This is an optimization exercise on Yosys and OpenROAD, whose aim is small area, not a production implementation.
Only simulation tests tie the RTL to the original design; equivalence was not proved.
The clock input has no modelled driver; a real chip could not lean on it and would need a root buffer or a full tree.
No activity file was given, so power comes from the tool's default toggle rates.

pepper:
## top
module top(
    iTms,
    iTck,
    iTrst,
    iDesync,
    iTdi,
    oRINC,
    WrEn,
    regAddr,
    D7_D0,
    setDataReg_Latch
);
input iTms;
input iTck;
input iTrst;
input iDesync;
input iTdi;
output oRINC;
output WrEn;
output[2:0] regAddr;
output[7:0] D7_D0;
output[7:0] setDataReg_Latch;
wire oTdo;
wire oShift;
wire oWrEn;
wire oEMPT;
wire[7:0] oRDAT;
reg[7:0] setDataReg;
reg[7:0] setDataReg_Latch;
reg wrEnQ;
jtag_top jtag_top_inst(
    .iTck(iTck),
    .iTrst(iTrst),
    .iTms(iTms),
    .iTdi(iTdi),
    .iDesync(iDesync),
    .tdoHold(setDataReg[7]),
    .oTdo(oTdo),
    .oShift(oShift),
    .oWrEn(oWrEn)
);
fifo_top fifo_top_inst(
    .iClk(iTck),
    .iRstn(iTrst),
    .iWDAT(setDataReg_Latch),
    .iChg(wrEnQ),
    .oEMPT(oEMPT),
    .oRDAT(oRDAT)
);
config_passer config_passer_inst(
    .CLK(iTck),
    .RSTn(iTrst),
    .Empty(oEMPT),
    .Data(oRDAT),
    .D7_D0(D7_D0),
    .RINC(oRINC),
    .WrEn(WrEn),
    .RegAddr(regAddr)
);
always @(posedge iTck) begin
    if (oShift)
        setDataReg <= {oTdo, setDataReg[7:1]};
end
always @(posedge iTck or negedge iTrst) begin
    if(~iTrst)
        wrEnQ <= 1'b0;
    else
        wrEnQ <= oWrEn;
end
always @(posedge iTck or negedge iTrst) begin
    if(~iTrst)
        setDataReg_Latch <= 8'b0;
    else if(wrEnQ)
        setDataReg_Latch <= setDataReg;
end
endmodule
export LEC_CHECK = 0
export ABC_AREA = 1
export CAP_MARGIN = 20
export CORE_MARGIN = 2
export CORE_UTILIZATION = 70
export CTS_CLUSTER_DIAMETER = 100
export CTS_CLUSTER_SIZE = 30
export GPL_TIMING_DRIVEN = 0
export PLACE_DENSITY = 0.8
export SLEW_MARGIN = 20
create_clock -name core_clock -period 8.0 [get_ports {iTck}]
run.sh (not shown) runs the stock make flow with config.mk's settings and CLKGATE_MAP_FILE= SYNTH_SCRIPT=/design/flow/synth_recipe.tcl, a recipe that flattens the netlist after the stock synthesis.
### pepper -> lagoon
Settings: CTS_CLUSTER_DIAMETER removed (was 100); ABC_AREA removed (was 1); CTS_CLUSTER_SIZE removed (was 30); PLACE_DENSITY changed from 0.8 to 0.6; CORE_UTILIZATION changed from 70 to 40; GPL_TIMING_DRIVEN removed (was 0).
## What came out
Per the final summary, lagoon finished and its layout is clean on timing, DRC and antenna.
Floorplan check, lagoon vs pepper: die outline larger in lagoon
lagoon vs. pepper: final cell count without fillers now sits lower; global-route met1 utilization now sits lower.

---

Setup of juniper:
The RTL this note starts from:
==> flow/design.v <==
module config_passer (
    input        CLK,
    input        RSTn,
    input        Empty,
    input  [7:0] Data,
    output [7:0] D7_D0,
    output       RINC,
    output       WrEn,
    output reg [2:0] RegAddr
);
reg [2:0] Count;
reg WrReg;
wire analyze = (Count == 3'd0);
always @(posedge CLK or negedge RSTn) begin
    if (~RSTn)
        Count <= 3'd0;
    else if (!analyze)
        Count <= Count - 3'd1;
    else if (!Empty)
        Count <= Data[2:0];
end
always @(posedge CLK or negedge RSTn) begin
    if (~RSTn)
        RegAddr <= 3'b0;
    else if (analyze && !Empty)
        RegAddr <= Data[5:3];
end
always @(posedge CLK) begin
    if (analyze)
        WrReg <= Data[7];
end
assign D7_D0 = Data;
assign RINC  = ~Empty;
assign WrEn  = WrReg & ~analyze;
endmodule
module fifo_top(
    input        iClk,
    input        iRstn,
    input  [7:0] iWDAT,
    input        iChg,       
    output       oEMPT,
    output [7:0] oRDAT
);
reg [2:0] t;
wire inc = ~t[2] | t[1] | t[0] | iChg;
always @(posedge iClk or negedge iRstn) begin
    if (!iRstn)
        t <= 3'd0;
    else
        t <= {t[2] | (t[1] & t[0]), t[1:0] + {1'b0, inc}};
end
reg [7:0] rdat;
always @(posedge iClk) begin
    if (!(t[2] & (t[1] | t[0])))
        rdat <= iWDAT;
end
assign oEMPT = ~t[2];
assign oRDAT = rdat;
endmodule
module jtag_top(
    input  iTck,
    input  iTrst,
    input  iTms,
    input  iTdi,
    input  iDesync,
    input  tdoHold,      
    output oTdo,         
    output oShift,       
    output oWrEn
);
localparam pTestLogicReset = 4'hF;
localparam pRunTestIdle    = 4'hC;
localparam pSelectDRScan   = 4'h7;
localparam pCaptureDR      = 4'h6;
localparam pShiftDR        = 4'h2;
localparam pExit1DR        = 4'h1;
localparam pPauseDR        = 4'h3;
localparam pExit2DR        = 4'h0;
localparam pUpdateDR       = 4'h5;
localparam pSelectIRScan   = 4'h4;
localparam pCaptureIR      = 4'hE;
localparam pShiftIR        = 4'hA;
localparam pExit1IR        = 4'h9;
localparam pPauseIR        = 4'hB;
localparam pExit2IR        = 4'h8;
localparam pUpdateIR       = 4'hD;
localparam IR_BYPASS = 2'd0;
localparam IR_IDCODE = 2'd1;
localparam IR_CONFIG = 2'd2;
localparam IR_NONE   = 2'd3;
reg [3:0] stN;                       
wire [3:0] st = ~stN;
reg [3:0] nxt;
always @(*) begin
    case (st)
        pTestLogicReset: nxt = iTms ? pTestLogicReset : pRunTestIdle;
        pRunTestIdle:    nxt = iTms ? pSelectDRScan   : pRunTestIdle;
        pSelectDRScan:   nxt = iTms ? pSelectIRScan   : pCaptureDR;
        pCaptureDR:      nxt = iTms ? pExit1DR        : pShiftDR;
        pShiftDR:        nxt = iTms ? pExit1DR        : pShiftDR;
        pExit1DR:        nxt = iTms ? pUpdateDR       : pPauseDR;
        pPauseDR:        nxt = iTms ? pExit2DR        : pPauseDR;
        pExit2DR:        nxt = iTms ? pUpdateDR       : pShiftDR;
        pUpdateDR:       nxt = iTms ? pSelectDRScan   : pRunTestIdle;
        pSelectIRScan:   nxt = iTms ? pTestLogicReset : pCaptureIR;
        pCaptureIR:      nxt = iTms ? pExit1IR        : pShiftIR;
        pShiftIR:        nxt = iTms ? pExit1IR        : pShiftIR;
        pExit1IR:        nxt = iTms ? pUpdateIR       : pPauseIR;
        pPauseIR:        nxt = iTms ? pExit2IR        : pPauseIR;
        pExit2IR:        nxt = iTms ? pUpdateIR       : pShiftIR;
        default:         nxt = iTms ? pSelectDRScan   : pRunTestIdle;  
    endcase
end
always @(posedge iTck or negedge iTrst) begin
    if (!iTrst)
        stN <= 4'h0;
    else
        stN <= ~nxt;
end
wire tlr   = (st == pTestLogicReset);
wire capdr = (st == pCaptureDR);
wire shdr  = (st == pShiftDR);
wire shir  = (st == pShiftIR);
reg [3:0] SIRn;                         
wire [3:0] SIR = ~SIRn;
wire sirShift = shir;                   
wire sirHold  = ~(shir | tlr);
always @(posedge iTck) begin
    SIRn <= ~(({4{sirShift}} & {iTdi, SIR[3:1]}) | ({4{sirHold}} & SIR) |
              {3'b000, tlr});
end
reg [1:0] IR;
always @(*) begin
    case (SIR)
        4'b0001: IR = IR_BYPASS;
        4'b0010: IR = IR_IDCODE;
        4'b0100: IR = IR_CONFIG;
        default: IR = IR_NONE;
    endcase
end
wire cfg = (IR == IR_CONFIG);
reg [31:0] IDCn;
wire [31:0] IDC = ~IDCn;
wire idcHold = ~(capdr | shdr);
always @(posedge iTck) begin
    IDCn <= ~(({32{shdr}} & {iTdi, IDC[31:1]}) | ({32{idcHold}} & IDC) |
              ({32{capdr}} & 32'h149511c3));
end
reg [7:0] SCFn;                         
wire [7:0] SCF = ~SCFn;
wire scfShift = shdr & cfg;             
wire scfHold  = ~(scfShift | tlr);
always @(posedge iTck) begin
    SCFn <= ~(({8{scfShift}} & {iTdi, SCF[7:1]}) | ({8{scfHold}} & SCF));
end
reg sync;
always @(posedge iTck) begin
    if (tlr)
        sync <= 1'b0;
    else if (SCF == 8'hF0)
        sync <= 1'b1;
    else if (iDesync)
        sync <= 1'b0;
end
reg [3:0] sftCnt;
always @(posedge iTck) begin
    if (tlr || !sync)
        sftCnt <= 4'd0;
    else if (shdr && cfg)
        sftCnt <= sftCnt + 4'd1;
end
assign oWrEn = shdr & cfg & sync & (&sftCnt);
reg drTdo;
always @(*) begin
    case (IR)
        IR_BYPASS: drTdo = IDC[31];
        IR_IDCODE: drTdo = IDC[0];
        IR_CONFIG: drTdo = SCF[0];
        default:   drTdo = tdoHold;
    endcase
end
assign oTdo   = shir ? SIR[0] : drTdo;
assign oShift = shir | shdr;
endmodule
module top(
    iTms,
    iTck,
    iTrst,
    iDesync,
    iTdi,
    oRINC,
    WrEn,
    regAddr,
    D7_D0,
    setDataReg_Latch
);
input iTms;
input iTck;
input iTrst;
input iDesync;
input iTdi;
output oRINC;
output WrEn;
output[2:0] regAddr;
output[7:0] D7_D0;
output[7:0] setDataReg_Latch;
wire oTdo;
wire oShift;
wire oWrEn;
wire oEMPT;
wire[7:0] oRDAT;
reg[7:0] setDataReg;
reg[7:0] setDataReg_Latch;
reg wrEnQ;
jtag_top jtag_top_inst(
    .iTck(iTck),
    .iTrst(iTrst),
    .iTms(iTms),
    .iTdi(iTdi),
    .iDesync(iDesync),
    .tdoHold(setDataReg[7]),
    .oTdo(oTdo),
    .oShift(oShift),
    .oWrEn(oWrEn)
);
fifo_top fifo_top_inst(
    .iClk(iTck),
    .iRstn(iTrst),
    .iWDAT(setDataReg_Latch),
    .iChg(wrEnQ),
    .oEMPT(oEMPT),
    .oRDAT(oRDAT)
);
config_passer config_passer_inst(
    .CLK(iTck),
    .RSTn(iTrst),
    .Empty(oEMPT),
    .Data(oRDAT),
    .D7_D0(D7_D0),
    .RINC(oRINC),
    .WrEn(WrEn),
    .RegAddr(regAddr)
);
always @(posedge iTck) begin
    if (oShift)
        setDataReg <= {oTdo, setDataReg[7:1]};
end
always @(posedge iTck or negedge iTrst) begin
    if(~iTrst)
        wrEnQ <= 1'b0;
    else
        wrEnQ <= oWrEn;
end
always @(posedge iTck or negedge iTrst) begin
    if(~iTrst)
        setDataReg_Latch <= 8'b0;
    else if(wrEnQ)
        setDataReg_Latch <= setDataReg;
end
endmodule
Settings: LEC_CHECK=0, ABC_AREA=1, CAP_MARGIN=20, CORE_MARGIN=2, CORE_UTILIZATION=75, GPL_TIMING_DRIVEN=0, PLACE_DENSITY=0.8, SLEW_MARGIN=20; clock period 8.0 ns.
standard.sh (not shown) runs the stock make flow with config.mk's settings and CLKGATE_MAP_FILE= SYNTH_SCRIPT=/design/flow/synth_recipe.tcl, a recipe that flattens the netlist after the stock synthesis.
==> flow/flow/run.sh <==
#!/bin/bash
# Own layout flow: the standard ORFS flow (standard.sh) with
#  - an area-oriented ABC script for the combinational logic (abc_area.script
#    here replaces ORFS's; registers are mapped exactly as in the standard
#    synthesis, before ABC runs),
#  - port buffers of the smallest buffer cell,
#  - a small two-level clock tree built by manual_cts.tcl in place of
#    TritonCTS: the clock port drives one root buffer, which drives a few leaf
#    buffers, each driving an equal share of the flip-flops.
# Each tool's output goes to the ORFS logs; make's output to standard.log.
set -e
HERE=$(pwd)
rm -rf "$HERE/scripts"
cp -r "$FLOW_HOME/scripts" "$HERE/scripts"
cp "$HERE/flow/abc_area.script" "$HERE/scripts/abc_area.script"
sed -i 's|^log_cmd clock_tree_synthesis {\*}\$cts_args|source $::env(MANUAL_CTS_TCL)|' "$HERE/scripts/cts.tcl"
grep -q MANUAL_CTS_TCL "$HERE/scripts/cts.tcl"
export SCRIPTS_DIR="$HERE/scripts"
export MANUAL_CTS_TCL="$HERE/flow/manual_cts.tcl"
export MANUAL_CTS_K=${MANUAL_CTS_K:-8}
export MANUAL_CTS_LEAF=${MANUAL_CTS_LEAF:-sky130_fd_sc_hd__buf_4}
export MANUAL_CTS_ROOT=${MANUAL_CTS_ROOT:-sky130_fd_sc_hd__buf_2}
export BUFFER_PORTS_ARGS="-buffer_cell sky130_fd_sc_hd__buf_1"
bash standard.sh > standard.log 2>&1
==> flow/flow/abc_area.script <==
strash
&get -n
&deepsyn -T 30
&put
dch -f
amap
topo
Other scripts of this flow, unchanged in this note and not shown: flow/flow/manual_cts.tcl
juniper was carried through to the last stage, and its layout satisfied the timing, DRC and antenna checks.
#### Input delta (maple over juniper)
# juniper
export LEC_CHECK = 0
export ABC_AREA = 1
export CAP_MARGIN = 20
export CORE_MARGIN = 2
export CORE_UTILIZATION = 75
export GPL_TIMING_DRIVEN = 0
export PLACE_DENSITY = 0.8
export SLEW_MARGIN = 20
create_clock -name core_clock -period 8.0 [get_ports {iTck}]
# maple
export LEC_CHECK = 0
export ABC_AREA = 1
export CAP_MARGIN = 0
export CORE_MARGIN = 2
export CORE_UTILIZATION = 75
export GPL_TIMING_DRIVEN = 0
export PLACE_DENSITY = 0.8
export SLEW_MARGIN = 0
create_clock -name core_clock -period 8.0 [get_ports {iTck}]
==> flow/flow/abc_area.script <==
strash
balance
rewrite
refactor
balance
rewrite
rewrite -z
balance
refactor -z
rewrite -z
balance
dch -f
amap
topo
Findings:
Relative to juniper, the final cell area reported for maple is higher.
Setup slack: maple more than juniper
Delta(critical path depth, maple - juniper) < 0
For clock latency of the later-clocked register in the worst-skew pair, maple and juniper come out practically identical.
| total internal power | maple vs juniper | worse |
Re minimum hold slack: maple is 0.018 ns up on juniper.
Diff maple and juniper: die outline width lower in juniper
The inputs of willow differ from those of maple as listed below.
# maple
export LEC_CHECK = 0
export ABC_AREA = 1
export CAP_MARGIN = 0
export CORE_MARGIN = 2
export CORE_UTILIZATION = 75
export GPL_TIMING_DRIVEN = 0
export PLACE_DENSITY = 0.8
export SLEW_MARGIN = 0
create_clock -name core_clock -period 8.0 [get_ports {iTck}]
# willow
export LEC_CHECK = 0
export ABC_AREA = 1
export CAP_MARGIN = 20
export CORE_MARGIN = 2
export CORE_UTILIZATION = 75
export GPL_TIMING_DRIVEN = 0
export PLACE_DENSITY = 0.8
export SLEW_MARGIN = 20
create_clock -name core_clock -period 8.0 [get_ports {iTck}]
Notes after the runs:
The flow did not stop early for willow: all stages ran, and the layout cleared the timing, DRC and antenna checks. Measured slew at the worst slew-check pin: willow vs maple up 0.050 ns. Going from maple to willow, the highest clock frequency the design can meet was found to have gone down by 0.0028 GHz. Of willow and maple, it is willow that has the lower growth of design area from synthesis to finish. willow: number of global-route vias before repair about 0.56% above maple. There was hardly any difference in post-placement cell area between maple and willow. As far as combinational cell fraction of total power is concerned, willow and maple perform about the same. Going from maple to willow, cell count held steady; overall routed net length shows a reduction of about 0.9%; worst setup slack lost 0.031 ns; routed length on met3 higher; clock skew shrank by 0.0038 ns.
In every run of this note, the design's own scripts or RTL, not TritonCTS, make the clock network.

## what the ideal ports hide
Ports are ideal in the flow. The routed layouts listed here were re-timed in OpenROAD.
Step 1 sets driving cells, clkbuf_16 on the clock port and buf_2 on the other inputs (assumed; they add their load-dependent delay and slew).
Step 2, shift: input delay + t, output delay - t, t = (earliest + latest rising clock arrival at the registers) / 2. This alone moves slack from input paths to output paths.
Slacks: ideal / step 1 / step 2; pairs: ideal / step 1.
| run | shift t [ns] | slack for setup (ns) | worst setup path at the end |
|---|---|---|---|
| pepper | 0.371 | 4.926 / 4.898 / 5.133 | input to register |
| lagoon | 0.394 | 4.759 / 4.726 / 5.120 | register to output |
| juniper | 0.443 | 4.240 / 4.240 / 4.240 | register to register |
| maple | 0.453 | 4.635 / 4.608 / 4.646 | register to register |
| willow | 0.452 | 4.603 / 4.580 / 4.632 | register to register |
After both steps every run listed still meets setup and hold.
